This design comes from an exercise in tuning for small area and a short achievable clock period on the open sky130 flow, not from production work.
No run shown here included a check of the RTL's function; only the layout flow was run.
No activity file was given, so power comes from the tool's default toggle rates.

==> flow/design.v <==
module CPU(
	input logic clk,
	input logic [15:0] inM,
	input logic [15:0] instruction,
	input logic reset,
	output logic [15:0] outM,
	output logic writeM,
	output logic [14:0] addressM,
	output logic [14:0] pc
);
	logic [15:0] A, D;
	logic [14:0] PC;
	wire c  = instruction[15];
	wire am = instruction[12];
	wire kd = c & ~instruction[11];
	wire ki = ~c;
	wire zx = ~kd;
	wire nx = instruction[10] & c;
	wire zy = instruction[9] | ~c;
	wire ny = instruction[8] & c;
	wire f  = instruction[7] | ~c;
	wire no = instruction[6] & c;
	logic dn0;
	logic xa0;
	logic x0;
	logic ymn0;
	logic ya0;
	logic y0;
	logic gn0;
	logic gfn0;
	logic pn0;
	logic q0;
	logic t0;
	logic dn1;
	logic xa1;
	logic x1;
	logic ymn1;
	logic ya1;
	logic y1;
	logic gn1;
	logic gfn1;
	logic pn1;
	logic q1;
	logic t1;
	logic dn2;
	logic xa2;
	logic x2;
	logic ymn2;
	logic ya2;
	logic y2;
	logic gn2;
	logic gfn2;
	logic pn2;
	logic q2;
	logic t2;
	logic dn3;
	logic xa3;
	logic x3;
	logic ymn3;
	logic ya3;
	logic y3;
	logic gn3;
	logic gfn3;
	logic pn3;
	logic q3;
	logic t3;
	logic dn4;
	logic xa4;
	logic x4;
	logic ymn4;
	logic ya4;
	logic y4;
	logic gn4;
	logic gfn4;
	logic pn4;
	logic q4;
	logic t4;
	logic dn5;
	logic xa5;
	logic x5;
	logic ymn5;
	logic ya5;
	logic y5;
	logic gn5;
	logic gfn5;
	logic pn5;
	logic q5;
	logic t5;
	logic dn6;
	logic xa6;
	logic x6;
	logic ymn6;
	logic ya6;
	logic y6;
	logic gn6;
	logic gfn6;
	logic pn6;
	logic q6;
	logic t6;
	logic dn7;
	logic xa7;
	logic x7;
	logic ymn7;
	logic ya7;
	logic y7;
	logic gn7;
	logic gfn7;
	logic pn7;
	logic q7;
	logic t7;
	logic dn8;
	logic xa8;
	logic x8;
	logic ymn8;
	logic ya8;
	logic y8;
	logic gn8;
	logic gfn8;
	logic pn8;
	logic q8;
	logic t8;
	logic dn9;
	logic xa9;
	logic x9;
	logic ymn9;
	logic ya9;
	logic y9;
	logic gn9;
	logic gfn9;
	logic pn9;
	logic q9;
	logic t9;
	logic dn10;
	logic xa10;
	logic x10;
	logic ymn10;
	logic ya10;
	logic y10;
	logic gn10;
	logic gfn10;
	logic pn10;
	logic q10;
	logic t10;
	logic dn11;
	logic xa11;
	logic x11;
	logic ymn11;
	logic ya11;
	logic y11;
	logic gn11;
	logic gfn11;
	logic pn11;
	logic q11;
	logic t11;
	logic dn12;
	logic xa12;
	logic x12;
	logic ymn12;
	logic ya12;
	logic y12;
	logic gn12;
	logic gfn12;
	logic pn12;
	logic q12;
	logic t12;
	logic dn13;
	logic xa13;
	logic x13;
	logic ymn13;
	logic ya13;
	logic y13;
	logic gn13;
	logic gfn13;
	logic pn13;
	logic q13;
	logic t13;
	logic dn14;
	logic xa14;
	logic x14;
	logic ymn14;
	logic ya14;
	logic y14;
	logic gn14;
	logic gfn14;
	logic pn14;
	logic q14;
	logic t14;
	logic dn15;
	logic xa15;
	logic x15;
	logic ymn15;
	logic ya15;
	logic y15;
	logic gn15;
	logic gfn15;
	logic pn15;
	logic q15;
	logic t15;
	logic G0;
	logic G1;
	logic P1;
	logic G2;
	logic P2;
	logic G3;
	logic P3;
	logic G4;
	logic P4;
	logic G5;
	logic P5;
	logic G6;
	logic P6;
	logic G7;
	logic G8;
	logic P8;
	logic G9;
	logic P9;
	logic G10;
	logic P10;
	logic G11;
	logic P11;
	logic G12;
	logic P12;
	logic iv0;
	logic G13;
	logic G14;
	logic G15;
	logic P15;
	logic G16;
	logic P16;
	logic G17;
	logic P17;
	logic G18;
	logic iv1;
	logic G19;
	logic G20;
	logic G21;
	logic G22;
	logic iv2;
	logic G23;
	logic iv3;
	logic G24;
	logic G25;
	logic G26;
	logic G27;
	hk_a22o u_xa0 (D[0], kd, instruction[0], ki, xa0);
	hk_xor2 u_x0 (xa0, nx, x0);
	hk_mux2i u_ymn0 (A[0], inM[0], am, ymn0);
	hk_nor2 u_ya0 (ymn0, zy, ya0);
	hk_xor2 u_y0 (ya0, ny, y0);
	hk_nand2 u_gn0 (x0, y0, gn0);
	hk_nand3 u_gfn0 (x0, y0, f, gfn0);
	hk_xnor2 u_pn0 (x0, y0, pn0);
	hk_mux2i u_q0 (gn0, pn0, f, q0);
	hk_xor2 u_t0 (q0, no, t0);
	hk_a22o u_xa1 (D[1], kd, instruction[1], ki, xa1);
	hk_xor2 u_x1 (xa1, nx, x1);
	hk_mux2i u_ymn1 (A[1], inM[1], am, ymn1);
	hk_nor2 u_ya1 (ymn1, zy, ya1);
	hk_xor2 u_y1 (ya1, ny, y1);
	hk_nand2 u_gn1 (x1, y1, gn1);
	hk_nand3 u_gfn1 (x1, y1, f, gfn1);
	hk_xnor2 u_pn1 (x1, y1, pn1);
	hk_mux2i u_q1 (gn1, pn1, f, q1);
	hk_xor2 u_t1 (q1, no, t1);
	hk_a22o u_xa2 (D[2], kd, instruction[2], ki, xa2);
	hk_xor2 u_x2 (xa2, nx, x2);
	hk_mux2i u_ymn2 (A[2], inM[2], am, ymn2);
	hk_nor2 u_ya2 (ymn2, zy, ya2);
	hk_xor2 u_y2 (ya2, ny, y2);
	hk_nand2 u_gn2 (x2, y2, gn2);
	hk_nand3 u_gfn2 (x2, y2, f, gfn2);
	hk_xnor2 u_pn2 (x2, y2, pn2);
	hk_mux2i u_q2 (gn2, pn2, f, q2);
	hk_xor2 u_t2 (q2, no, t2);
	hk_a22o u_xa3 (D[3], kd, instruction[3], ki, xa3);
	hk_xor2 u_x3 (xa3, nx, x3);
	hk_mux2i u_ymn3 (A[3], inM[3], am, ymn3);
	hk_nor2 u_ya3 (ymn3, zy, ya3);
	hk_xor2 u_y3 (ya3, ny, y3);
	hk_nand2 u_gn3 (x3, y3, gn3);
	hk_nand3 u_gfn3 (x3, y3, f, gfn3);
	hk_xnor2 u_pn3 (x3, y3, pn3);
	hk_mux2i u_q3 (gn3, pn3, f, q3);
	hk_xor2 u_t3 (q3, no, t3);
	hk_a22o u_xa4 (D[4], kd, instruction[4], ki, xa4);
	hk_xor2 u_x4 (xa4, nx, x4);
	hk_mux2i u_ymn4 (A[4], inM[4], am, ymn4);
	hk_nor2 u_ya4 (ymn4, zy, ya4);
	hk_xor2 u_y4 (ya4, ny, y4);
	hk_nand2 u_gn4 (x4, y4, gn4);
	hk_nand3 u_gfn4 (x4, y4, f, gfn4);
	hk_xnor2 u_pn4 (x4, y4, pn4);
	hk_mux2i u_q4 (gn4, pn4, f, q4);
	hk_xor2 u_t4 (q4, no, t4);
	hk_a22o u_xa5 (D[5], kd, instruction[5], ki, xa5);
	hk_xor2 u_x5 (xa5, nx, x5);
	hk_mux2i u_ymn5 (A[5], inM[5], am, ymn5);
	hk_nor2 u_ya5 (ymn5, zy, ya5);
	hk_xor2 u_y5 (ya5, ny, y5);
	hk_nand2 u_gn5 (x5, y5, gn5);
	hk_nand3 u_gfn5 (x5, y5, f, gfn5);
	hk_xnor2 u_pn5 (x5, y5, pn5);
	hk_mux2i u_q5 (gn5, pn5, f, q5);
	hk_xor2 u_t5 (q5, no, t5);
	hk_a22o u_xa6 (D[6], kd, instruction[6], ki, xa6);
	hk_xor2 u_x6 (xa6, nx, x6);
	hk_mux2i u_ymn6 (A[6], inM[6], am, ymn6);
	hk_nor2 u_ya6 (ymn6, zy, ya6);
	hk_xor2 u_y6 (ya6, ny, y6);
	hk_nand2 u_gn6 (x6, y6, gn6);
	hk_nand3 u_gfn6 (x6, y6, f, gfn6);
	hk_xnor2 u_pn6 (x6, y6, pn6);
	hk_mux2i u_q6 (gn6, pn6, f, q6);
	hk_xor2 u_t6 (q6, no, t6);
	hk_a22o u_xa7 (D[7], kd, instruction[7], ki, xa7);
	hk_xor2 u_x7 (xa7, nx, x7);
	hk_mux2i u_ymn7 (A[7], inM[7], am, ymn7);
	hk_nor2 u_ya7 (ymn7, zy, ya7);
	hk_xor2 u_y7 (ya7, ny, y7);
	hk_nand2 u_gn7 (x7, y7, gn7);
	hk_nand3 u_gfn7 (x7, y7, f, gfn7);
	hk_xnor2 u_pn7 (x7, y7, pn7);
	hk_mux2i u_q7 (gn7, pn7, f, q7);
	hk_xor2 u_t7 (q7, no, t7);
	hk_a22o u_xa8 (D[8], kd, instruction[8], ki, xa8);
	hk_xor2 u_x8 (xa8, nx, x8);
	hk_mux2i u_ymn8 (A[8], inM[8], am, ymn8);
	hk_nor2 u_ya8 (ymn8, zy, ya8);
	hk_xor2 u_y8 (ya8, ny, y8);
	hk_nand2 u_gn8 (x8, y8, gn8);
	hk_nand3 u_gfn8 (x8, y8, f, gfn8);
	hk_xnor2 u_pn8 (x8, y8, pn8);
	hk_mux2i u_q8 (gn8, pn8, f, q8);
	hk_xor2 u_t8 (q8, no, t8);
	hk_a22o u_xa9 (D[9], kd, instruction[9], ki, xa9);
	hk_xor2 u_x9 (xa9, nx, x9);
	hk_mux2i u_ymn9 (A[9], inM[9], am, ymn9);
	hk_nor2 u_ya9 (ymn9, zy, ya9);
	hk_xor2 u_y9 (ya9, ny, y9);
	hk_nand2 u_gn9 (x9, y9, gn9);
	hk_nand3 u_gfn9 (x9, y9, f, gfn9);
	hk_xnor2 u_pn9 (x9, y9, pn9);
	hk_mux2i u_q9 (gn9, pn9, f, q9);
	hk_xor2 u_t9 (q9, no, t9);
	hk_a22o u_xa10 (D[10], kd, instruction[10], ki, xa10);
	hk_xor2 u_x10 (xa10, nx, x10);
	hk_mux2i u_ymn10 (A[10], inM[10], am, ymn10);
	hk_nor2 u_ya10 (ymn10, zy, ya10);
	hk_xor2 u_y10 (ya10, ny, y10);
	hk_nand2 u_gn10 (x10, y10, gn10);
	hk_nand3 u_gfn10 (x10, y10, f, gfn10);
	hk_xnor2 u_pn10 (x10, y10, pn10);
	hk_mux2i u_q10 (gn10, pn10, f, q10);
	hk_xor2 u_t10 (q10, no, t10);
	hk_a22o u_xa11 (D[11], kd, instruction[11], ki, xa11);
	hk_xor2 u_x11 (xa11, nx, x11);
	hk_mux2i u_ymn11 (A[11], inM[11], am, ymn11);
	hk_nor2 u_ya11 (ymn11, zy, ya11);
	hk_xor2 u_y11 (ya11, ny, y11);
	hk_nand2 u_gn11 (x11, y11, gn11);
	hk_nand3 u_gfn11 (x11, y11, f, gfn11);
	hk_xnor2 u_pn11 (x11, y11, pn11);
	hk_mux2i u_q11 (gn11, pn11, f, q11);
	hk_xor2 u_t11 (q11, no, t11);
	hk_a22o u_xa12 (D[12], kd, instruction[12], ki, xa12);
	hk_xor2 u_x12 (xa12, nx, x12);
	hk_mux2i u_ymn12 (A[12], inM[12], am, ymn12);
	hk_nor2 u_ya12 (ymn12, zy, ya12);
	hk_xor2 u_y12 (ya12, ny, y12);
	hk_nand2 u_gn12 (x12, y12, gn12);
	hk_nand3 u_gfn12 (x12, y12, f, gfn12);
	hk_xnor2 u_pn12 (x12, y12, pn12);
	hk_mux2i u_q12 (gn12, pn12, f, q12);
	hk_xor2 u_t12 (q12, no, t12);
	hk_a22o u_xa13 (D[13], kd, instruction[13], ki, xa13);
	hk_xor2 u_x13 (xa13, nx, x13);
	hk_mux2i u_ymn13 (A[13], inM[13], am, ymn13);
	hk_nor2 u_ya13 (ymn13, zy, ya13);
	hk_xor2 u_y13 (ya13, ny, y13);
	hk_nand2 u_gn13 (x13, y13, gn13);
	hk_nand3 u_gfn13 (x13, y13, f, gfn13);
	hk_xnor2 u_pn13 (x13, y13, pn13);
	hk_mux2i u_q13 (gn13, pn13, f, q13);
	hk_xor2 u_t13 (q13, no, t13);
	hk_a22o u_xa14 (D[14], kd, instruction[14], ki, xa14);
	hk_xor2 u_x14 (xa14, nx, x14);
	hk_mux2i u_ymn14 (A[14], inM[14], am, ymn14);
	hk_nor2 u_ya14 (ymn14, zy, ya14);
	hk_xor2 u_y14 (ya14, ny, y14);
	hk_nand2 u_gn14 (x14, y14, gn14);
	hk_nand3 u_gfn14 (x14, y14, f, gfn14);
	hk_xnor2 u_pn14 (x14, y14, pn14);
	hk_mux2i u_q14 (gn14, pn14, f, q14);
	hk_xor2 u_t14 (q14, no, t14);
	hk_inv u_dn15 (D[15], dn15);
	hk_nor2 u_xa15 (dn15, zx, xa15);
	hk_xor2 u_x15 (xa15, nx, x15);
	hk_mux2i u_ymn15 (A[15], inM[15], am, ymn15);
	hk_nor2 u_ya15 (ymn15, zy, ya15);
	hk_xor2 u_y15 (ya15, ny, y15);
	hk_nand2 u_gn15 (x15, y15, gn15);
	hk_nand3 u_gfn15 (x15, y15, f, gfn15);
	hk_xnor2 u_pn15 (x15, y15, pn15);
	hk_mux2i u_q15 (gn15, pn15, f, q15);
	hk_xor2 u_t15 (q15, no, t15);
	hk_oai21 u_G0 (pn1, gfn0, gfn1, G0);
	hk_oai21 u_G1 (pn3, gfn2, gfn3, G1);
	hk_nor2 u_P1 (pn3, pn2, P1);
	hk_oai21 u_G2 (pn5, gfn4, gfn5, G2);
	hk_nor2 u_P2 (pn5, pn4, P2);
	hk_oai21 u_G3 (pn7, gfn6, gfn7, G3);
	hk_nor2 u_P3 (pn7, pn6, P3);
	hk_oai21 u_G4 (pn9, gfn8, gfn9, G4);
	hk_nor2 u_P4 (pn9, pn8, P4);
	hk_oai21 u_G5 (pn11, gfn10, gfn11, G5);
	hk_nor2 u_P5 (pn11, pn10, P5);
	hk_oai21 u_G6 (pn13, gfn12, gfn13, G6);
	hk_nor2 u_P6 (pn13, pn12, P6);
	hk_aoi21 u_G7 (P1, G0, G1, G7);
	hk_aoi21 u_G8 (P2, G1, G2, G8);
	hk_nand2 u_P8 (P2, P1, P8);
	hk_aoi21 u_G9 (P3, G2, G3, G9);
	hk_nand2 u_P9 (P3, P2, P9);
	hk_aoi21 u_G10 (P4, G3, G4, G10);
	hk_nand2 u_P10 (P4, P3, P10);
	hk_aoi21 u_G11 (P5, G4, G5, G11);
	hk_nand2 u_P11 (P5, P4, P11);
	hk_aoi21 u_G12 (P6, G5, G6, G12);
	hk_nand2 u_P12 (P6, P5, P12);
	hk_inv u_iv0 (G0, iv0);
	hk_oai21 u_G13 (P8, iv0, G8, G13);
	hk_oai21 u_G14 (P9, G7, G9, G14);
	hk_oai21 u_G15 (P10, G8, G10, G15);
	hk_nor2 u_P15 (P10, P8, P15);
	hk_oai21 u_G16 (P11, G9, G11, G16);
	hk_nor2 u_P16 (P11, P9, P16);
	hk_oai21 u_G17 (P12, G10, G12, G17);
	hk_nor2 u_P17 (P12, P10, P17);
	hk_aoi21 u_G18 (P15, G0, G15, G18);
	hk_inv u_iv1 (G7, iv1);
	hk_aoi21 u_G19 (P16, iv1, G16, G19);
	hk_aoi21 u_G20 (P17, G13, G17, G20);
	hk_oai21 u_G21 (pn2, iv0, gfn2, G21);
	hk_oai21 u_G22 (pn4, G7, gfn4, G22);
	hk_inv u_iv2 (G13, iv2);
	hk_oai21 u_G23 (pn6, iv2, gfn6, G23);
	hk_inv u_iv3 (G14, iv3);
	hk_oai21 u_G24 (pn8, iv3, gfn8, G24);
	hk_oai21 u_G25 (pn10, G18, gfn10, G25);
	hk_oai21 u_G26 (pn12, G19, gfn12, G26);
	hk_oai21 u_G27 (pn14, G20, gfn14, G27);
	assign outM[0] = t0;
	hk_xnor2 u_outM_1 (t1, gfn0, outM[1]);
	hk_xor2 u_outM_2 (t2, G0, outM[2]);
	hk_xor2 u_outM_3 (t3, G21, outM[3]);
	hk_xnor2 u_outM_4 (t4, G7, outM[4]);
	hk_xor2 u_outM_5 (t5, G22, outM[5]);
	hk_xor2 u_outM_6 (t6, G13, outM[6]);
	hk_xor2 u_outM_7 (t7, G23, outM[7]);
	hk_xor2 u_outM_8 (t8, G14, outM[8]);
	hk_xor2 u_outM_9 (t9, G24, outM[9]);
	hk_xnor2 u_outM_10 (t10, G18, outM[10]);
	hk_xor2 u_outM_11 (t11, G25, outM[11]);
	hk_xnor2 u_outM_12 (t12, G19, outM[12]);
	hk_xor2 u_outM_13 (t13, G26, outM[13]);
	hk_xnor2 u_outM_14 (t14, G20, outM[14]);
	hk_xor2 u_outM_15 (t15, G27, outM[15]);
	wire zr = (outM == 16'd0);
	wire ng = outM[15];
	wire jmp = c & ((instruction[2] & ng) | (instruction[1] & zr) | (instruction[0] & ~ng & ~zr));
	always_ff @(posedge clk) begin
		if (~c | instruction[5]) A <= outM;
		if (c & instruction[4]) D <= outM;
		if (reset) PC <= 15'd0;
		else if (jmp) PC <= A[14:0];
		else PC <= PC + 15'd1;
	end
	assign writeM = c & instruction[3];
	assign addressM = A[14:0];
	assign pc = PC;
endmodule
module hk_inv(input logic a, output logic y);
	assign y = ~a;
endmodule
module hk_a22o(input logic a1, a2, b1, b2, output logic y);
	assign y = (a1 & a2) | (b1 & b2);
endmodule
module hk_nand2(input logic a, b, output logic y);
	assign y = ~(a & b);
endmodule
module hk_nor2(input logic a, b, output logic y);
	assign y = ~(a | b);
endmodule
module hk_nand3(input logic a, b, c, output logic y);
	assign y = ~(a & b & c);
endmodule
module hk_xor2(input logic a, b, output logic y);
	assign y = a ^ b;
endmodule
module hk_xnor2(input logic a, b, output logic y);
	assign y = ~(a ^ b);
endmodule
module hk_mux2i(input logic a, b, s, output logic y);
	assign y = ~(s ? b : a);
endmodule
module hk_aoi21(input logic a1, a2, b, output logic y);
	assign y = ~((a1 & a2) | b);
endmodule
module hk_oai21(input logic a1, a2, b, output logic y);
	assign y = ~((a1 | a2) & b);
endmodule
==> flow/flow/run.sh <==
#!/bin/bash
# Layout flow: the standard ORFS flow (standard.sh) with two changes:
#  - synthesis maps the logic with the ABC script in flow/abc.script
#    (ORFS's synth.tcl otherwise unchanged; same -nofsm -noshare, flatten and renames)
#  - port buffers are sky130_fd_sc_hd__buf_1 instead of the default choice
set -euo pipefail
W=$PWD
sed "s#log_cmd abc {\*}\$abc_args#log_cmd abc {*}[lreplace \$abc_args 1 1 $W/flow/abc.script]#" \
  "$FLOW_HOME/scripts/synth.tcl" > "$W/synth_custom.tcl"
grep -q "flow/abc.script" "$W/synth_custom.tcl"
sed "s#\$::env(SCRIPTS_DIR)/synth.tcl#$W/synth_custom.tcl#" synth_recipe.tcl > "$W/synth_top.tcl"
grep -q "synth_custom.tcl" "$W/synth_top.tcl"
EXTRA=()
if [[ -f flow/make_args.txt ]]; then mapfile -t EXTRA < <(grep -v '^\s*$' flow/make_args.txt); fi
bash standard.sh SYNTH_SCRIPT="$W/synth_top.tcl" \
  "BUFFER_PORTS_ARGS=-buffer_cell sky130_fd_sc_hd__buf_1" "${EXTRA[@]}" finish > "$W/flow.log" 2>&1
==> flow/flow/abc.script <==
strash; dch; map -a; topo; stime -c
==> flow/flow/make_args.txt <==
SYNTH_KEEP_MODULES=hk_inv hk_a22o hk_nand2 hk_nor2 hk_nand3 hk_xor2 hk_xnor2 hk_mux2i hk_aoi21 hk_oai21
==> flow/standard.sh <==
#!/bin/bash
# synth_recipe.tcl (not shown) runs the flow's synth.tcl, then flattens the netlist and writes it again
# the make line also repeats each setting of config.mk as NAME=value (left out here)
make -C /OpenROAD-flow-scripts/flow DESIGN_CONFIG=/design/flow/config.mk WORK_HOME=/design/flow/orfs CLKGATE_MAP_FILE= SYNTH_SCRIPT=/design/flow/synth_recipe.tcl "${@:-finish}"
==> flow/config.mk <==
export PLATFORM = sky130hd
export DESIGN_NAME = CPU
export DESIGN_NICKNAME = CPU
export VERILOG_FILES = /design/flow/design.v
export SDC_FILE = /design/flow/constraint.sdc
export NUM_CORES = 4
export LEC_CHECK = 0
export CAP_MARGIN = 20
export CORE_MARGIN = 2
export CORE_UTILIZATION = 40
export SETUP_SLACK_MARGIN = 4.5
export SLEW_MARGIN = 20
==> flow/constraint.sdc <==
create_clock -name core_clock -period 12.5 [get_ports {clk}]
set_input_delay 2.5000 -clock core_clock [delete_from_list [all_inputs] [get_ports {clk}]]
set_output_delay 2.5000 -clock core_clock [all_outputs]
set_load 0.01 [all_outputs]
==> results.toml, run 1 <==
[worst_setup_path]
required_ps = 10000
r2r_start = "A[2]"
crit_fanout = 24
crit_end = "outM[15]"
worstPathArrival_ps = 5330
worst-r2r-cell-count = 17
reg2reg_slack_ps = 8140
r2r_end = "PC[11]"
startpoint = "instruction[15]"
endpoint_kind = "primary output"
critPathLaunchType = "input port"
crit_type = "input port to primary output"

[clock_tree]
hold_buffers = 0
clock_tree.buffer_depth = 2
cts_buffers = 5
clk_pin_slew_worst_paths_ps = 90
htree_num_levels = 2
root_buffer = "clkbuf_8"
clock_latency_ps = 300
cts.sinks = 47
cts_tree = "built"

[route]
m1WireLength_um = 3950
wirelength_um = 8940
num_vias = 2943
top_layer = "met4"
route.met2.wl_um = 4270
wl_per_cell_um = 15.7
ant_nets = 0
vias_per_cell = 5.17
drc_errors = 0
dr.pass1.iters = 4
drtIter0Drc = 181
wl_met3_um = 647

[min_path]
hold_class = "flip-flop to flip-flop"
hold-path-cell-count = 1

[synthesis]
synth_mux_area_share_pct = 9.23
netlist_area_mm2 = 0.00347
synth_top_family_by_area = "XOR/XNOR gates"
ys_warn_count = 1
synth_flop_cell = "edfxtp_1"
synthSimpleGateAreaFrac_pct = 13.7
async_flop_share_pct = 0
synth_edf_count = 32
ys_seq_area_share_pct = 36.3
synth-adder-area-share_pct = 0.360
avgSynthCellArea_um2 = 9.26
syn_nets = 410
ys_seq_elements = 47
synth_cells = 375
synthXorXnorAreaFrac_pct = 23.2
synth_compound_area_share_pct = 11.7
ys_types = 22

[pwr]
power_density_mw_per_mm2 = 162
peakVddDrop_mv = 0.0638
power.leakage_nw = 1.68

[floorplanning]
rows = 33
fp.dieH_um = 97.2
coreArea_mm2 = 0.00830
die_area_mm2 = 0.00944
start_util_pct = 41.8
die_w_um = 97.2
ios = 81

[layout]
drive_above_1_share_pct = 12.1
syn2layout_area_growth_pct = 19.4
final_area_mm2 = 0.00414
antenna_cells = 0
layout_common_cells = "buf_1 (80), xor2_1 (63), nor2_1 (46)"
nets = 498
layout_commonest_cell = "buf_1"

[sta]
fmax_mhz = 128
period_share_pct = 62.7
tns_ps = 0
slew_headroom_pct = 40.8
slew_violations = 0
hold_viol = 0
clock_skew_ps = 7.86
period_needed_ps = 7830
worst_pin_slew_ps = 885
hold-worst-slack_ps = 507
setup_viol = 0
rsz0062_at_grt = "yes"

[global_route]
grt_max_degree = 32
track_usage_pct = 18.2
overflow = 0
grt_pass1_vias = 2834
grt_pass1_wl_um = 14000
grt_antenna_before_repair = 0

[place]
post_dp_cell_area_mm2 = 0.00382
gp_congestion = 0.867
port_buffers = 80
dp_hpwl_um = 6660

[flow_run]
drv_cap = 0

[outcome]
outcome = "timing/DRC/antenna clean"
[synthesized netlist by cell type (2+ instances only)]
cell type	number	area share, %
dfxtp_1	15	8.6
o21ai_0	19	2.7
nor3_1	2	0.29
or2_2	3	0.54
nor4_1	4	0.72
nand3_1	21	3.0
mux2i_1	32	9.2
clkinv_1	16	1.7
a22o_2	15	4.3
nand3b_1	2	0.43
edfxtp_1	32	28
a211oi_1	14	3.0
nor2_1	49	5.3
xnor2_1	27	6.8
nand2_1	28	3.0
buf_4	17	3.7
a21oi_1	10	1.4
xor2_1	65	16
[routing by layer]
metal  GRT usage [%]  vias to the layer above
met5               0                        -
met4            4.23                        0
met3            3.74                        6
met2            30.0                       87
met1            24.7                     1381
li1                -                     1469
[cell type report]
cell class / count / area [um2]
Inverter: 16 / 73.8
Tap cell: 105 / 131
Timing Repair Buffer: 98 / 473
Clock inverter: 3 / 43.8
Multi-Input combinational cell: 295 / 2090
Sequential cell: 47 / 1260
Clock buffer: 5 / 68.8
Fill cell: 818 / 4160
[cell families (layout without fill, tap and decap cells)]
kind of cell    count (synthesis)  count (layout)
buf+inv                        33             122
flops                          47              47
xor+xnor                       92              92
fa+ha+maj                       1               1
compound gates                 59              59
simple gates                  111             111
mux                            32              32
[registers in the layout (all words and copies together) (netlist names)]
| name | count |
|---|---|
| A | 16 |
| PC | 15 |
| D | 16 |
[per-module statistics from Yosys (local to each module, per instance), excerpt]
module | cell area (um2) | copies in the design
hk_a22o | 10.0 | 15
hk_aoi21 | 5.00 | 9
hk_inv | 3.75 | 5
hk_mux2i | 10.0 | 32
hk_nand2 | 3.75 | 21
hk_nand3 | 5.00 | 15
hk_nor2 | 3.75 | 26
hk_oai21 | 5.00 | 19
hk_xnor2 | 8.76 | 21
hk_xor2 | 8.76 | 58
[how the worst min path moves through the flow]
| stage | startpoint | endpoint | slack, ps |
|---|---|---|---|
| floorplan | PC[0] | PC[0] | 530 |
| global placement | PC[0] | PC[0] | 500 |
| detailed placement | PC[0] | PC[0] | 500 |
| CTS | PC[0] | PC[0] | 510 |
| global route | PC[0] | PC[0] | 540 |
| finish | PC[0] | PC[0] | 510 |
[critical path, cell delays in order]
cell and delay, ps:
buf_1 120, bufinv_8 250, or2_4 320, nor2_1 210, xor2_2 220, nand3_1 190
o21ai_4 270, clkinv_1 150, o21ai_2 220, a21oi_1 120, o21ai_0 300, xor2_1 260
buf_1 180
[per-stage QoR]
stage	worst slack, ps	total power, mW	instances	utilization (%)
6_report	4670	0.671	569	49.9
3_3_place_gp	3880	0.536	546	46.1
3_5_place_dp	3790	0.541	546	46.1
4_1_cts	4490	0.663	558	48.0
2_1_floorplan	4630	0.468	375	-
5_1_grt	4410	0.711	569	49.9
[where the power goes]
| group | switching [mW] | internal [mW] |
|---|---|---|
| logic | 0.192 | 0.109 |
| clock network | 0.0554 | 0.0597 |
| registers | 0.0315 | 0.224 |
| total | 0.278 | 0.393 |
[timing repair]
item	4_1_cts	5_1_grt
gates resized for setup	8	9
setup buffers	4	11
pin swaps	6	4
setup endpoints to repair	13	11
gates cloned	0	0
==> run 2, diff against run 1 <==
--- a/flow/design.v
+++ b/flow/design.v
@@ -13,12 +13,10 @@
 	wire c  = instruction[15];
 	wire am = instruction[12];
-	wire kd = c & ~instruction[11];
-	wire ki = ~c;
-	wire zx = ~kd;
-	wire nx = instruction[10] & c;
-	wire zy = instruction[9] | ~c;
-	wire ny = instruction[8] & c;
-	wire f  = instruction[7] | ~c;
-	wire no = instruction[6] & c;
+	wire zx = instruction[11];
+	wire nx = instruction[10];
+	wire zy = instruction[9];
+	wire ny = instruction[8];
+	wire f  = instruction[7];
+	wire no = instruction[6];
 	logic dn0;
 	logic xa0;
@@ -243,5 +241,6 @@
 	logic G26;
 	logic G27;
-	hk_a22o u_xa0 (D[0], kd, instruction[0], ki, xa0);
+	hk_inv u_dn0 (D[0], dn0);
+	hk_nor2 u_xa0 (dn0, zx, xa0);
 	hk_xor2 u_x0 (xa0, nx, x0);
 	hk_mux2i u_ymn0 (A[0], inM[0], am, ymn0);
@@ -253,5 +252,6 @@
 	hk_mux2i u_q0 (gn0, pn0, f, q0);
 	hk_xor2 u_t0 (q0, no, t0);
-	hk_a22o u_xa1 (D[1], kd, instruction[1], ki, xa1);
+	hk_inv u_dn1 (D[1], dn1);
+	hk_nor2 u_xa1 (dn1, zx, xa1);
 	hk_xor2 u_x1 (xa1, nx, x1);
 	hk_mux2i u_ymn1 (A[1], inM[1], am, ymn1);
@@ -263,5 +263,6 @@
 	hk_mux2i u_q1 (gn1, pn1, f, q1);
 	hk_xor2 u_t1 (q1, no, t1);
-	hk_a22o u_xa2 (D[2], kd, instruction[2], ki, xa2);
+	hk_inv u_dn2 (D[2], dn2);
+	hk_nor2 u_xa2 (dn2, zx, xa2);
 	hk_xor2 u_x2 (xa2, nx, x2);
 	hk_mux2i u_ymn2 (A[2], inM[2], am, ymn2);
@@ -273,5 +274,6 @@
 	hk_mux2i u_q2 (gn2, pn2, f, q2);
 	hk_xor2 u_t2 (q2, no, t2);
-	hk_a22o u_xa3 (D[3], kd, instruction[3], ki, xa3);
+	hk_inv u_dn3 (D[3], dn3);
+	hk_nor2 u_xa3 (dn3, zx, xa3);
 	hk_xor2 u_x3 (xa3, nx, x3);
 	hk_mux2i u_ymn3 (A[3], inM[3], am, ymn3);
@@ -283,5 +285,6 @@
 	hk_mux2i u_q3 (gn3, pn3, f, q3);
 	hk_xor2 u_t3 (q3, no, t3);
-	hk_a22o u_xa4 (D[4], kd, instruction[4], ki, xa4);
+	hk_inv u_dn4 (D[4], dn4);
+	hk_nor2 u_xa4 (dn4, zx, xa4);
 	hk_xor2 u_x4 (xa4, nx, x4);
 	hk_mux2i u_ymn4 (A[4], inM[4], am, ymn4);
@@ -293,5 +296,6 @@
 	hk_mux2i u_q4 (gn4, pn4, f, q4);
 	hk_xor2 u_t4 (q4, no, t4);
-	hk_a22o u_xa5 (D[5], kd, instruction[5], ki, xa5);
+	hk_inv u_dn5 (D[5], dn5);
+	hk_nor2 u_xa5 (dn5, zx, xa5);
 	hk_xor2 u_x5 (xa5, nx, x5);
 	hk_mux2i u_ymn5 (A[5], inM[5], am, ymn5);
@@ -303,5 +307,6 @@
 	hk_mux2i u_q5 (gn5, pn5, f, q5);
 	hk_xor2 u_t5 (q5, no, t5);
-	hk_a22o u_xa6 (D[6], kd, instruction[6], ki, xa6);
+	hk_inv u_dn6 (D[6], dn6);
+	hk_nor2 u_xa6 (dn6, zx, xa6);
 	hk_xor2 u_x6 (xa6, nx, x6);
 	hk_mux2i u_ymn6 (A[6], inM[6], am, ymn6);
@@ -313,5 +318,6 @@
 	hk_mux2i u_q6 (gn6, pn6, f, q6);
 	hk_xor2 u_t6 (q6, no, t6);
-	hk_a22o u_xa7 (D[7], kd, instruction[7], ki, xa7);
+	hk_inv u_dn7 (D[7], dn7);
+	hk_nor2 u_xa7 (dn7, zx, xa7);
 	hk_xor2 u_x7 (xa7, nx, x7);
 	hk_mux2i u_ymn7 (A[7], inM[7], am, ymn7);
@@ -323,5 +329,6 @@
 	hk_mux2i u_q7 (gn7, pn7, f, q7);
 	hk_xor2 u_t7 (q7, no, t7);
-	hk_a22o u_xa8 (D[8], kd, instruction[8], ki, xa8);
+	hk_inv u_dn8 (D[8], dn8);
+	hk_nor2 u_xa8 (dn8, zx, xa8);
 	hk_xor2 u_x8 (xa8, nx, x8);
 	hk_mux2i u_ymn8 (A[8], inM[8], am, ymn8);
@@ -333,5 +340,6 @@
 	hk_mux2i u_q8 (gn8, pn8, f, q8);
 	hk_xor2 u_t8 (q8, no, t8);
-	hk_a22o u_xa9 (D[9], kd, instruction[9], ki, xa9);
+	hk_inv u_dn9 (D[9], dn9);
+	hk_nor2 u_xa9 (dn9, zx, xa9);
 	hk_xor2 u_x9 (xa9, nx, x9);
 	hk_mux2i u_ymn9 (A[9], inM[9], am, ymn9);
@@ -343,5 +351,6 @@
 	hk_mux2i u_q9 (gn9, pn9, f, q9);
 	hk_xor2 u_t9 (q9, no, t9);
-	hk_a22o u_xa10 (D[10], kd, instruction[10], ki, xa10);
+	hk_inv u_dn10 (D[10], dn10);
+	hk_nor2 u_xa10 (dn10, zx, xa10);
 	hk_xor2 u_x10 (xa10, nx, x10);
 	hk_mux2i u_ymn10 (A[10], inM[10], am, ymn10);
@@ -353,5 +362,6 @@
 	hk_mux2i u_q10 (gn10, pn10, f, q10);
 	hk_xor2 u_t10 (q10, no, t10);
-	hk_a22o u_xa11 (D[11], kd, instruction[11], ki, xa11);
+	hk_inv u_dn11 (D[11], dn11);
+	hk_nor2 u_xa11 (dn11, zx, xa11);
 	hk_xor2 u_x11 (xa11, nx, x11);
 	hk_mux2i u_ymn11 (A[11], inM[11], am, ymn11);
@@ -363,5 +373,6 @@
 	hk_mux2i u_q11 (gn11, pn11, f, q11);
 	hk_xor2 u_t11 (q11, no, t11);
-	hk_a22o u_xa12 (D[12], kd, instruction[12], ki, xa12);
+	hk_inv u_dn12 (D[12], dn12);
+	hk_nor2 u_xa12 (dn12, zx, xa12);
 	hk_xor2 u_x12 (xa12, nx, x12);
 	hk_mux2i u_ymn12 (A[12], inM[12], am, ymn12);
@@ -373,5 +384,6 @@
 	hk_mux2i u_q12 (gn12, pn12, f, q12);
 	hk_xor2 u_t12 (q12, no, t12);
-	hk_a22o u_xa13 (D[13], kd, instruction[13], ki, xa13);
+	hk_inv u_dn13 (D[13], dn13);
+	hk_nor2 u_xa13 (dn13, zx, xa13);
 	hk_xor2 u_x13 (xa13, nx, x13);
 	hk_mux2i u_ymn13 (A[13], inM[13], am, ymn13);
@@ -383,5 +395,6 @@
 	hk_mux2i u_q13 (gn13, pn13, f, q13);
 	hk_xor2 u_t13 (q13, no, t13);
-	hk_a22o u_xa14 (D[14], kd, instruction[14], ki, xa14);
+	hk_inv u_dn14 (D[14], dn14);
+	hk_nor2 u_xa14 (dn14, zx, xa14);
 	hk_xor2 u_x14 (xa14, nx, x14);
 	hk_mux2i u_ymn14 (A[14], inM[14], am, ymn14);
@@ -470,5 +483,6 @@
 	wire jmp = c & ((instruction[2] & ng) | (instruction[1] & zr) | (instruction[0] & ~ng & ~zr));
 	always_ff @(posedge clk) begin
-		if (~c | instruction[5]) A <= outM;
+		if (~c) A <= {1'b0, instruction[14:0]};
+		else if (instruction[5]) A <= outM;
 		if (c & instruction[4]) D <= outM;
 		if (reset) PC <= 15'd0;
@@ -483,7 +497,4 @@
 	assign y = ~a;
 endmodule
-module hk_a22o(input logic a1, a2, b1, b2, output logic y);
-	assign y = (a1 & a2) | (b1 & b2);
-endmodule
 module hk_nand2(input logic a, b, output logic y);
 	assign y = ~(a & b);
==> flow/flow/make_args.txt (replaced) <==
SYNTH_KEEP_MODULES=hk_inv hk_nand2 hk_nor2 hk_nand3 hk_xor2 hk_xnor2 hk_mux2i hk_aoi21 hk_oai21
==> run 2 against run 1 <==
Net effect:
- synthesized area is 2.5% higher
- hold slack better by 11 ps
- total power is 3.3% lower
- highest routed layer unchanged
- sequential cell count stayed put
- critical path type unchanged
- critical endpoint unchanged
- clock skew is 4.2 ps higher
- first-iteration DRC count is 19% lower
- critical path depth is 1 lower
==> results.toml, run 2 <==
[clock_tree]
cts_tree = "built"
cts_buffers = 5
clock_tree.buffer_depth = 2
root_buffer = "clkbuf_8"
clk_pin_slew_worst_paths_ps = 110
cts.sinks = 47
post_cts_buffers = 0
clock_latency_ps = 320
htree_num_levels = 2

[floorplanning]
ios = 81
rows = 34
die_area_mm2 = 0.00967
coreArea_mm2 = 0.00868
start_util_pct = 41.0
fp.dieH_um = 98.3
die_w_um = 98.3

[synthesis]
syn_nets = 465
ys_seq_elements = 47
async_flop_share_pct = 0
synth_compound_area_share_pct = 9.11
avgSynthCellArea_um2 = 8.28
synth.top_cell.area_share_pct = 26.2
synthXorXnorAreaFrac_pct = 22.6
synth_flop_cell = "edfxtp_1"
synth_mux_area_share_pct = 9.00
synth_most_common_cell = "xor2_1"
synth_commonest_cells = "xor2_1 (67), nand2_1 (60), nor2_1 (50)"
yosysTopAreaCell = "edfxtp_1"
ys_warn_count = 1
synth_top_family_by_area = "XOR/XNOR gates"
netlist_area_mm2 = 0.00356
synth-adder-area-share_pct = 0.352
ys_types = 18
ys_seq_area_share_pct = 35.2
netlist_top_cells_area = "edfxtp_1 (26%), xor2_1 (16%), dfxtp_1 (9.0%)"
synthSimpleGateAreaFrac_pct = 16.5
synth_cells = 430
synth_edf_count = 31

[outcome]
outcome = "timing/DRC/antenna clean"

[layout]
nets = 539
drive_above_1_share_pct = 3.76
reg_top3 = "A: 16 flops, D: 16 flops, PC: 15 flops"
antenna_cells = 0
layout_commonest_cell = "buf_1"
layout.filler_cells = 895
stdcell_count = 613
layout_common_cells = "buf_1 (75), xor2_1 (66), nand2_1 (60)"
syn2layout_area_growth_pct = 13.5

[pwr]
power_density_mw_per_mm2 = 161
total_power_uw = 649
power.leakage_nw = 1.58
peakVddDrop_mv = 0.0712

[place]
gp_congestion = 0.916
dp_cells = 605
port_buffers = 80
dp_hpwl_um = 6490

[sta]
worst_pin_slew_ps = 857
fmax_mhz = 129
tns_ps = 0
period_needed_ps = 7730
slew_headroom_pct = 42.7
clock_skew_ps = 12.0
hold_viol = 0
rsz0062_at_grt = "no"
slew_violations = 0
setup_viol = 0
period_share_pct = 61.9
hold-worst-slack_ps = 518

[route]
dr.pass1.iters = 4
drc_errors = 0
drtIter0Drc = 146
ant_nets = 0
num_vias = 3049
wl_per_cell_um = 13.9
wirelength_um = 8500
vias_per_cell = 4.97

[global_route]
grt_pass1_wl_um = 13900
track_usage_pct = 17.8
grt_max_degree = 33
overflow = 0
grt_pass1_vias = 2824
grt_antenna_before_repair = 0

[worst_setup_path]
cp_cell_sequence = "clkbuf_4 > mux2i_1 > nor2_1 > xor2_1 > nand3_1 > o21ai_2 > clkinv_1 > o21ai_1 > a21oi_1 > o21ai_0 > xor2_1 > buf_1"
cp_common_cell = "xor2_1"
reg2reg_slack_ps = 8120
worstPathArrival_ps = 5230
crit_fanout = 17
required_ps = 10000
critPathLaunchType = "input port"
crit_type = "input port to primary output"
endpoint_kind = "primary output"
max_stage_delay_ps = 410
slowest_stage = "xor2_1"

[min_path]
hold_class = "flip-flop to flip-flop"

[flow_run]
drv_cap = 0
## run 2: what timing repair did
action / in CTS / in global routing
pin swaps: 0 / 1
resized for setup: 9 / 5
endpoints found under the setup margin: 13 / 6
hold buffers: 0 / 0
cloned: 0 / 0
## run 2: per-layer routing
layer / share of wire, % / GRT usage [%] / vias up
met5: 0 / 0 / -
met4: 0.96 / 3.69 / 0
met3: 5.2 / 3.15 / 8
met2: 47 / 29.6 / 85
met1: 47 / 24.3 / 1381
li1: - / - / 1575
## run 2: Yosys stat by module, one instance, submodules excluded
module    cells  copies in the design  cell area (um2)
hk_nor2       1                    41             3.75
CPU         194                     1             2020
hk_nand3      1                    15             5.00
hk_oai21      1                    19             5.00
hk_xnor2      1                    21             8.76
hk_xor2       1                    58             8.76
hk_nand2      1                    21             3.75
hk_mux2i      1                    32             10.0
hk_aoi21      1                     9             5.00
hk_inv        1                    20             3.75
## run 2: worst paths after layout
check	from	to	depth (start not counted)
worst max-delay path	instruction[12]	outM[15]	12
worst min-delay path	PC[0]	PC[0]	1
worst max register to register	A[3]	PC[13]	16
worst min register to register	PC[0]	PC[0]	1
## run 2: area by class of cell
cell class                 instances  area [um2]  area share, %
clock buffer                       5        68.8           1.70
clock inverter                     3        47.5           1.18
tap                              108         135           3.35
inverter                          35         131           3.25
sequential                        47        1250           31.0
multi-input combinational        331        2060           51.0
timing repair buffer              84         345           8.55
## run 2: stage by stage
stage | worst slack, ps | instance area, um2 | utilization [%]
after detailed placement | 3820 | 3900 | 44.9
after global placement | 3970 | 3900 | 44.9
after global routing | 4510 | 4040 | 46.5
final | 4770 | 4040 | 46.5
after floorplan | 5320 | 3560 | -
after CTS | 4570 | 4020 | 46.4
## run 2: report_power, final
part           internal [mW]  switching [mW]  total, mW
clock network         0.0608          0.0600      0.121
logic                  0.101           0.193      0.294
registers              0.210          0.0240      0.234
total                  0.372           0.277      0.649
## run 2: cell families (layout without fill, tap and decap cells)
| logic type | Yosys count | in the layout |
|---|---|---|
| DFF | 47 | 47 |
| AOI/OAI and AO/OA | 63 | 63 |
| and+or+nand+nor | 143 | 143 |
| adders and majority gates | 1 | 1 |
| muxes | 32 | 32 |
| xor gates and xnor gates | 92 | 92 |
| buffers and inverters | 52 | 127 |
## run 2: worst max-delay path: cells and delay by family
family | cells | cell delay (ps)
AOI/OAI and AO/OA | 4 | 1000
xor gates and xnor gates | 2 | 660
buffers and inverters | 3 | 620
muxes | 1 | 230
and+or+nand+nor | 2 | 230
==> run 3, diff against run 2 <==
==> flow/flow/make_args.txt (replaced) <==
SYNTH_KEEP_MODULES=hk_inv hk_nand2 hk_nor2 hk_nand3 hk_xor2 hk_xnor2 hk_mux2i hk_aoi21 hk_oai21
SETUP_SLACK_MARGIN=5.5
==> run 3 against run 2 <==
Net effect:
- synthesized area stayed put
- combinational power is 36% higher
- global-route usage is 1.9 points higher
- die area stayed put
- maximum frequency is 8.7% higher
- total power is 14% higher
- sequential power hardly changed
- critical path type unchanged
- critical endpoint unchanged
- largest cell class unchanged
- highest routed layer unchanged
==> results.toml, run 3 <==
[route]
wl_per_cell_um = 15.6
dr.pass1.iters = 5
num_vias = 3244
ant_nets = 0
vias_per_cell = 5.04
wirelength_um = 10100
drc_errors = 0
drtIter0Drc = 182

[worst_setup_path]
r2r_start = "A[5]"
crit_type = "input port to primary output"
startpoint = "instruction[12]"
required_ps = 10000
worst-r2r-cell-count = 17
critPathLaunchType = "input port"
r2r_end = "PC[13]"
worstPathArrival_ps = 4610
endpoint_kind = "primary output"
reg2reg_slack_ps = 8310
crit_fanout = 8

[global_route]
grt_antenna_before_repair = 0
grt_pass1_vias = 3139
overflow = 0
grt_pass1_wl_um = 15400
grt_max_degree = 33
track_usage_pct = 19.7

[floorplanning]
fp.dieH_um = 98.3
rows = 34
die_w_um = 98.3
coreArea_mm2 = 0.00868
ios = 81
start_util_pct = 41.0
die_area_mm2 = 0.00967

[clock_tree]
clock_latency_ps = 310
cts_tree = "built"
clk_pin_slew_worst_paths_ps = 100
cts.sinks = 47
root_buffer = "clkbuf_8"
cts_buffers = 5
clock_tree.buffer_depth = 2
htree_num_levels = 2

[sta]
clock_skew_ps = 3.92
period_needed_ps = 7110
slew_headroom_pct = 43.7
setup_viol = 0
period_share_pct = 56.9
fmax_mhz = 141
slew_violations = 0
worst_pin_slew_ps = 842
rsz0062_at_grt = "yes"
tns_ps = 0
hold_viol = 0

[layout]
layout_common_cells = "buf_1 (68), nand2_1 (59), xor2_1 (44)"
drive_above_1_share_pct = 23.5
reg_top3 = "A: 16 flops, D: 16 flops, PC: 15 flops"
antenna_cells = 0
syn2layout_area_growth_pct = 33.8
layout_commonest_cell = "buf_1"
nets = 570

[flow_run]
drv_cap = 0

[place]
dp_hpwl_um = 6580
port_buffers = 80
gp_congestion = 0.939

[synthesis]
avgSynthCellArea_um2 = 8.28
ys_types = 18
synth_commonest_cells = "xor2_1 (67), nand2_1 (60), nor2_1 (50)"
ys_warn_count = 1
async_flop_share_pct = 0
ys_seq_elements = 47
ys_seq_area_share_pct = 35.2
netlist_top_cells_area = "edfxtp_1 (26%), xor2_1 (16%), dfxtp_1 (9.0%)"
synth.top_cell.area_share_pct = 26.2
yosysTopAreaCell = "edfxtp_1"
netlist_area_mm2 = 0.00356
synth_cells = 430
syn_nets = 465
synth_flop_cell = "edfxtp_1"
synth_most_common_cell = "xor2_1"
synth_edf_count = 31

[min_path]
hold_class = "flip-flop to flip-flop"
min_to = "PC[0]"
hold-path-cell-count = 1
worstHoldStart = "PC[0]"

[pwr]
total_power_uw = 742
power_density_mw_per_mm2 = 156
peakVddDrop_mv = 0.0699
power.leakage_nw = 1.89

[outcome]
outcome = "timing/DRC/antenna clean"
[run 3: cell counts after synthesis]
Identical to the previous run, type by type.
[run 3: per-stage QoR]
stage | hold slack (ps) | utilization (%) | setup slack, ps | instance area [um2] | instances
finish | 529 | 54.9 | 5390 | 4760 | 644
global route | 591 | 54.9 | 5300 | 4760 | 644
CTS | 531 | 51.1 | 5480 | 4430 | 628
detailed placement | 508 | 44.9 | 4120 | 3900 | 605
global placement | 498 | 44.9 | 4220 | 3900 | 605
floorplan | 500 | - | 5540 | 3560 | 430
[run 3: area by class of cell]
cell class	count	area [um2]
clock buffers	6	82.6
fillers	802	3920
well taps	108	135
multi-input cells	331	2510
inverters	35	133
flip-flops and latches	47	1250
repair buffers	115	632
clock inverters	2	15.0
[run 3: what timing repair did]
item,CTS,global route
buffers inserted,15,15
resized for setup,88,38
hold buffers,0,0
pin swaps,25,22
endpoints found under the setup margin,29,12
cloned,0,1
[run 3: worst max path at each step]
stage | endpoint | slack, ps | cells after the start
floorplan | outM[15] | 5540 | 11
global placement | outM[9] | 4220 | 12
detailed placement | outM[9] | 4120 | 12
CTS | outM[13] | 5480 | 12
global route | outM[15] | 5300 | 12
finish | outM[15] | 5390 | 13
[run 3: power by group]
group          leakage, nW  switching [mW]  internal (mW)
sequential           0.438          0.0256          0.210
combinational         1.40           0.238          0.163
clock               0.0517          0.0596         0.0456
total                 1.89           0.323          0.419
[run 3: kinds of logic (layout without fill, tap and decap cells)]
| group | after synthesis | after routing | share of synthesized area [%] |
|---|---|---|---|
| AOI/OAI and AO/OA | 63 | 63 | 9.11 |
| xor gates and xnor gates | 92 | 92 | 22.6 |
| adders and majority gates | 1 | 1 | 0.352 |
| buffers and inverters | 52 | 158 | 7.28 |
| DFF | 47 | 47 | 35.2 |
| muxes | 32 | 32 | 9.00 |
| and+or+nand+nor | 143 | 143 | 16.5 |
[run 3: critical path, cell delays in order]
cell and delay [ps]:
buf_16 130, mux2i_4 190, nor2_4 160, xor2_4 240, buf_4 150, nand3_2 100, o21ai_4 210, a21oi_2 90
o21ai_1 160, a21oi_2 60, o21ai_1 140, xor2_1 270, buf_2 190
[run 3: layer usage]
metal  up-vias  track usage [%]  wire length (um)
met5         -                0                 0
met4         0             3.90               102
met3         8             2.58               438
met2        87             34.1              5170
met1      1546             26.5              4350
li1       1603                -                 -
[run 3: modules after synthesis, one instance, submodules excluded, excerpt]
module    cell area (um2)  flops+latches  cells
hk_oai21             5.00              0      1
hk_nand2             3.75              0      1
hk_nand3             5.00              0      1
hk_xor2              8.76              0      1
hk_nor2              3.75              0      1
CPU                  2020             47    194
hk_inv               3.75              0      1
hk_aoi21             5.00              0      1
==> run 4, diff against run 3 <==
==> flow/flow/make_args.txt (replaced) <==
SYNTH_KEEP_MODULES=hk_inv hk_nand2 hk_nor2 hk_nand3 hk_xor2 hk_xnor2 hk_mux2i hk_aoi21 hk_oai21
RECOVER_POWER=100
==> run 4 against run 3 <==
Net effect:
- worst setup slack worse by 1600 ps
- critical path depth decreased by 1
- register-to-register slack worse by 500 ps
- sequential cell count unchanged
- die area unchanged
- hold slack got worse by 12 ps
- synthesized cell count stayed put
- clock skew rose by 8.4 ps
- count of clock-buffer cells in the layout shrank 1
- clock power increased by 16%
- final area fell by 16%
- core utilization decreased by 8.6 points
- critical endpoint unchanged
- highest routed layer unchanged
==> results.toml, run 4 <==
[sta]
period_share_pct = 70.1
period_needed_ps = 8760
slew_violations = 0
clock_skew_ps = 12.3
fmax_mhz = 114
worst_pin_slew_ps = 1170
hold_viol = 0
slew_headroom_pct = 22.1
rsz0062_at_grt = "no"
tns_ps = 0
setup_viol = 0

[synthesis]
syn_nets = 465
yosysTopAreaCell = "edfxtp_1"
ys_seq_elements = 47
synth_cells = 430
netlist_area_mm2 = 0.00356
synth_most_common_cell = "xor2_1"
synth_commonest_cells = "xor2_1 (67), nand2_1 (60), nor2_1 (50)"
ys_warn_count = 1
synth_edf_count = 31
netlist_top_cells_area = "edfxtp_1 (26%), xor2_1 (16%), dfxtp_1 (9.0%)"
synth.top_cell.area_share_pct = 26.2
ys_types = 18
synth_flop_cell = "edfxtp_1"
ys_seq_area_share_pct = 35.2
async_flop_share_pct = 0
avgSynthCellArea_um2 = 8.28

[place]
port_buffers = 80
gp_congestion = 0.916
dp_hpwl_um = 6490

[global_route]
overflow = 0
grt_pass1_wl_um = 13900
grt_pass1_vias = 2824
grt_antenna_before_repair = 0
track_usage_pct = 17.8
grt_max_degree = 33

[pwr]
peakVddDrop_mv = 0.0715
switching_power_uw = 277
p_clk_share_pct = 18.8
total_power_uw = 648
p_int_uw = 371
p_sw_share_pct = 42.7
power_density_mw_per_mm2 = 161
pwr-share-seq_pct = 36.2
pwr-share-comb_pct = 45.0
power.leakage_nw = 1.57

[worst_setup_path]
worstPathArrival_ps = 6260
critPathLaunchType = "input port"
required_ps = 10000
crit_type = "input port to primary output"
endpoint_kind = "primary output"
crit_fanout = 17

[floorplanning]
fp.dieH_um = 98.3
die_area_mm2 = 0.00967
coreArea_mm2 = 0.00868
start_util_pct = 41.0
die_w_um = 98.3
ios = 81
rows = 34

[clock_tree]
root_buffer = "clkbuf_8"
clock_tree.buffer_depth = 2
clock_latency_ps = 320
cts_buffers = 5
hold_buffers = 0
cts.sinks = 47
clk_pin_slew_worst_paths_ps = 110
cts_tree = "built"
htree_num_levels = 2
post_cts_buffers = 0

[layout]
drive_above_1_share_pct = 2.77
layout_common_cells = "buf_1 (75), xor2_1 (67), nand2_1 (60)"
syn2layout_area_growth_pct = 12.9
nets = 539
layout_commonest_cell = "buf_1"
reg_top3 = "A: 16 flops, D: 16 flops, PC: 15 flops"
antenna_cells = 0

[route]
vias_per_cell = 4.98
wl_per_cell_um = 13.9
drtIter0Drc = 128
dr.pass1.iters = 5
drc_errors = 0
wirelength_um = 8540
num_vias = 3052
ant_nets = 0

[flow_run]
drv_cap = 0

[min_path]
hold_class = "flip-flop to flip-flop"

[outcome]
outcome = "timing/DRC/antenna clean"
run 4: cell counts after synthesis:
No cell type changed its count.
run 4: cells by family after synthesis:
logic type | Yosys count | share of synthesized area (%)
AND/OR/NAND/NOR | 143 | 16.5
XOR/XNOR | 92 | 22.6
AO/OA/AOI/OAI | 63 | 9.11
buffers and inverters | 52 | 7.28
flip-flops | 47 | 35.2
multiplexers | 32 | 9.00
adder cells (fa/ha/maj) | 1 | 0.352
run 4: timing repair:
item                                    4_1_cts  5_1_grt
endpoints found under the setup margin       13        6
gates resized for setup                       9        5
pin swaps                                     0        1
run 4: Yosys stat by module, one instance, submodules excluded, excerpt:
module    flops+latches  cells inside
CPU                  47           194
hk_xnor2              0             1
hk_xor2               0             1
hk_aoi21              0             1
hk_oai21              0             1
hk_nand3              0             1
hk_nor2               0             1
hk_inv                0             1
hk_nand2              0             1
run 4: worst max-delay path, stage by stage:
cell and delay [ps]:
clkbuf_1 840, mux2i_1 200, nor2_1 160, xor2_1 310
xnor2_1 140, o21ai_0 460, clkinv_1 160, o21ai_0 460
a21oi_1 190, o21ai_0 240, xor2_1 410, buf_1 200
run 4: cell type report:
class / instances / area, um2
multi-input combinational: 331 / 2050
sequential: 47 / 1250
clock buffer: 5 / 68.8
clock inverter: 3 / 47.5
timing repair buffer: 84 / 334
tap: 108 / 135
inverter: 35 / 131
fill: 902 / 4660
run 4: stage by stage:
stage               worst slack (ps)  area, um2  std cells  utilization [%]  hold WS [ps]
floorplan                       5320       3560        430                -           500
global placement                3970       3900        605             44.9           493
detailed placement              3820       3900        605             44.9           501
CTS                             4570       4020        613             46.4           526
global route                    3410       4020        613             46.3           592
finish                          3740       4020        613             46.3           517
run 4: final timing paths:
kind,slack (ps),endpoint,from,depth (start not counted)
hold / removal,520,PC[0],PC[0],1
setup / recovery,3740,outM[15],instruction[12],12
setup reg to reg,7810,PC[13],A[1],16
hold reg to reg,520,PC[0],PC[0],1
run 4: routing by layer:
layer / vias up / wire [um] / share of wire (%) / GRT usage, %
met3: 9 / 500 / 5.9 / 3.15
met2: 101 / 4050 / 47 / 29.6
li1: 1573 / - / - / -
met4: 0 / 87 / 1.0 / 3.69
met5: - / 0 / 0 / 0
met1: 1369 / 3910 / 46 / 24.3
run 4: power groups by stage:
| stage | registers [mW] | clock network (mW) | logic, mW |
|---|---|---|---|
| after floorplan | 0.238 | 0 | 0.211 |
| final | 0.235 | 0.122 | 0.292 |
| after global routing | 0.240 | 0.130 | 0.326 |
| after CTS | 0.235 | 0.124 | 0.293 |
| after detailed placement | 0.239 | 0 | 0.291 |
| after global placement | 0.238 | 0 | 0.288 |
==> run 5, diff against run 4 <==
==> flow/flow/make_args.txt (replaced) <==
SYNTH_KEEP_MODULES=hk_inv hk_nand2 hk_nor2 hk_nand3 hk_xor2 hk_xnor2 hk_mux2i hk_aoi21 hk_oai21
--- a/flow/config.mk
+++ b/flow/config.mk
@@ -9,4 +9,4 @@
 export CORE_MARGIN = 2
 export CORE_UTILIZATION = 40
-export SETUP_SLACK_MARGIN = 4.5
+export SETUP_SLACK_MARGIN = 5
 export SLEW_MARGIN = 20
==> run 5 against run 4 <==
Net effect:
- die area is the same
- synthesized area did not move
- first-iteration DRC count stayed put
- count of clock-buffer cells in the layout unchanged
- routed wire length up 2.5%
- global-route usage rose by 0.24 points
- final area grew 4.5%
- synthesized cell count unchanged
- critical path depth did not move
- clock power barely moved
- via count up 0.56%
- highest routed layer unchanged
==> results.toml, run 5 <==
[worst_setup_path]
slowest_stage = "a21oi_1"
required_ps = 10000
r2r_end = "PC[13]"
worst-r2r-cell-count = 17
startpoint = "instruction[12]"
worst-path-buf-inv = 3
crit_fanout = 17
endpoint_kind = "primary output"
max_stage_delay_ps = 340
crit_family = "compound AO/OA/AOI/OAI gates"
critPathLaunchType = "input port"
crit_type = "input port to primary output"
reg2reg_slack_ps = 8120
r2r_start = "A[2]"
worstPathArrival_ps = 4860
cp_cell_sequence = "buf_6 > mux2i_1 > nor2_1 > xor2_1 > xnor2_1 > nor2_1 > a21oi_1 > clkinv_1 > a21oi_1 > o21ai_0 > xor2_1 > buf_1"

[floorplanning]
ios = 81
start_util_pct = 41.0
die_area_mm2 = 0.00967
fp.dieH_um = 98.3
rows = 34
coreArea_mm2 = 0.00868
die_w_um = 98.3

[route]
ant_nets = 0
num_vias = 3069
dr.pass1.iters = 4
vias_per_cell = 4.95
wirelength_um = 8760
wl_per_cell_um = 14.1
drtIter0Drc = 128
drc_errors = 0

[sta]
period_share_pct = 58.9
hold-worst-slack_ps = 517
slew_violations = 0
fmax_mhz = 136
setup_viol = 0
worst_pin_slew_ps = 841
clock_skew_ps = 9.52
slew_headroom_pct = 43.8
period_needed_ps = 7360
tns_ps = 0
rsz0062_at_grt = "yes"
hold_viol = 0

[global_route]
grt_antenna_before_repair = 0
top_usage_layer = "met2"
grt_use_met3_pct = 3.36
overflow = 0
grt_use_met2_pct = 29.7
grt_max_degree = 33
grt_pass1_vias = 2862
track_usage_pct = 18.0
grtUsageMet1_pct = 24.5
grt_pass1_wl_um = 14100

[synthesis]
synthSimpleGateAreaFrac_pct = 16.5
synth_cells = 430
synth_edf_count = 31
syn_nets = 465
synthXorXnorAreaFrac_pct = 22.6
synth_top_family_by_area = "XOR/XNOR gates"
netlist_top_cells_area = "edfxtp_1 (26%), xor2_1 (16%), dfxtp_1 (9.0%)"
netlist_area_mm2 = 0.00356
synth-adder-area-share_pct = 0.352
async_flop_share_pct = 0
synth_most_common_cell = "xor2_1"
yosysTopAreaCell = "edfxtp_1"
ys_seq_area_share_pct = 35.2
synth.top_cell.area_share_pct = 26.2
synth_flop_cell = "edfxtp_1"
ys_warn_count = 1
avgSynthCellArea_um2 = 8.28
synth_mux_area_share_pct = 9.00
synth_compound_area_share_pct = 9.11
ys_seq_elements = 47
ys_types = 18
synth_commonest_cells = "xor2_1 (67), nand2_1 (60), nor2_1 (50)"

[pwr]
total_power_uw = 676
power_density_mw_per_mm2 = 161
peakVddDrop_mv = 0.0726
power.leakage_nw = 1.64

[outcome]
outcome = "timing/DRC/antenna clean"

[clock_tree]
clk_pin_slew_worst_paths_ps = 100
cts_buffers = 5
cts.sinks = 47
hold_buffers = 0
root_buffer = "clkbuf_8"
clock_tree.buffer_depth = 2
htree_num_levels = 2
cts_tree = "built"
clock_latency_ps = 320

[layout]
antenna_cells = 0
syn2layout_area_growth_pct = 18.0
nets = 546
layout_common_cells = "buf_1 (75), nand2_1 (60), xor2_1 (58)"
reg_top3 = "A: 16 flops, D: 16 flops, PC: 15 flops"
layout.filler_cells = 884
drive_above_1_share_pct = 8.01
layout_commonest_cell = "buf_1"

[place]
dp_hpwl_um = 6490
port_buffers = 80
gp_congestion = 0.916

[min_path]
hold-path-cell-count = 1
min_to = "PC[0]"
worstHoldStart = "PC[0]"
hold_class = "flip-flop to flip-flop"

[flow_run]
drv_cap = 0
==> run 5: cell counts after synthesis <==
Identical to the previous run, type by type.
==> run 5: cell families after synthesis <==
kind of cell	Yosys count
buffers and inverters	52
xor gates and xnor gates	92
adders and majority gates	1
and+or+nand+nor	143
DFF	47
AOI/OAI and AO/OA	63
muxes	32
==> run 5: worst register-to-register path: stages, from the launching register on <==
cell	delay, ps
edfxtp_1	430
mux2i_1	160
nor2_1	80
xor2_1	290
xnor2_1	210
nor2_1	110
a21oi_1	340
clkinv_1	130
a21oi_1	240
o21ai_0	160
xor2_1	170
buf_4	160
nor4_1	350
nand4_1	210
o221ai_1	210
nand2_1	530
o21ai_0	390
a21oi_1	70
==> run 5: worst max-delay path by stage <==
| stage | end | cells past startpoint |
|---|---|---|
| 2_1_floorplan | outM[15] | 11 |
| 3_3_place_gp | outM[15] | 12 |
| 3_5_place_dp | outM[15] | 12 |
| 4_1_cts | outM[15] | 12 |
| 5_1_grt | outM[13] | 12 |
| 6_report | outM[13] | 12 |
==> run 5: repair_timing <==
action / 4_1_cts / 5_1_grt
setup buffers: 4 / 3
pin swaps: 4 / 4
endpoints found under the setup margin: 15 / 10
gates resized for setup: 12 / 29
==> run 5: routing by layer <==
metal / vias up / part of all wire [%]
met2: 80 / 48
met1: 1408 / 46
met3: 4 / 4.9
met4: 0 / 0.61
met5: - / 0
li1: 1577 / -
==> run 5: modules after synthesis (local to each module, per instance) <==
module / cells / cell area [um2] / flip-flops and latches
CPU: 194 / 2020 / 47
hk_mux2i: 1 / 10.0 / 0
hk_xnor2: 1 / 8.76 / 0
hk_xor2: 1 / 8.76 / 0
hk_aoi21: 1 / 5.00 / 0
hk_nand3: 1 / 5.00 / 0
hk_oai21: 1 / 5.00 / 0
hk_inv: 1 / 3.75 / 0
hk_nand2: 1 / 3.75 / 0
hk_nor2: 1 / 3.75 / 0
==> run 5: cell type report <==
class | count | area, um2 | share of cell area (%)
inverter | 35 | 131 | 3.13
multi-input combinational | 331 | 2160 | 51.5
clock buffer | 5 | 68.8 | 1.64
timing repair buffer | 91 | 400 | 9.54
clock inverter | 3 | 47.5 | 1.13
tap | 108 | 135 | 3.22
sequential | 47 | 1250 | 29.8
==> run 5: report_power, final <==
| part | switching (mW) | total [mW] | leakage (nW) | internal, mW |
|---|---|---|---|---|
| clock network | 0.0590 | 0.120 | 0.0587 | 0.0608 |
| registers | 0.0240 | 0.234 | 0.438 | 0.210 |
| logic | 0.204 | 0.322 | 1.15 | 0.119 |
==> run 5: per-stage QoR <==
stage / worst slack (ps) / area, um2 / cells / utilization, %
finish: 5140 / 4200 / 620 / 48.4
global route: 4960 / 4200 / 620 / 48.4
CTS: 4930 / 4060 / 617 / 46.8
detailed placement: 3820 / 3900 / 605 / 44.9
global placement: 3970 / 3900 / 605 / 44.9
floorplan: 5320 / 3560 / 430 / -

[static timing again, ports no longer ideal]
Ports are ideal in the flow. The routed layouts listed here were re-timed in OpenROAD.
Step 1 (the two cells are an assumption about what drives the block):
set clk [get_ports {clk}]
set_driving_cell -lib_cell sky130_fd_sc_hd__clkbuf_16 $clk
set_driving_cell -lib_cell sky130_fd_sc_hd__buf_2 [delete_from_list [all_inputs] $clk]
Step 2, shift: input delay + t, output delay - t, t = (earliest + latest rising clock arrival at the registers) / 2. This alone moves slack from input paths to output paths.
Three values: ideal, step 1, step 2; two values: the first two.
| run | t, ns | setup slack, ns | worst register clock-pin slew, ns |
|---|---|---|---|
| run 1 | 0.332 | 4.667 / 4.640 / 4.640 | 0.10 / 0.10 |
| run 2 | 0.343 | 4.766 / 4.744 / 4.744 | 0.11 / 0.11 |
| run 3 | 0.340 | 5.385 / 5.282 / 5.282 | 0.10 / 0.10 |
| run 4 | 0.345 | 3.735 / 3.707 / 3.707 | 0.11 / 0.11 |
| run 5 | 0.342 | 5.143 / 5.104 / 5.104 | 0.10 / 0.10 |
After both steps setup and hold are still met in every run listed. The setup slack of run 3, which loses most, moves by -0.103 ns with the drivers and by -0.103 ns with both steps.
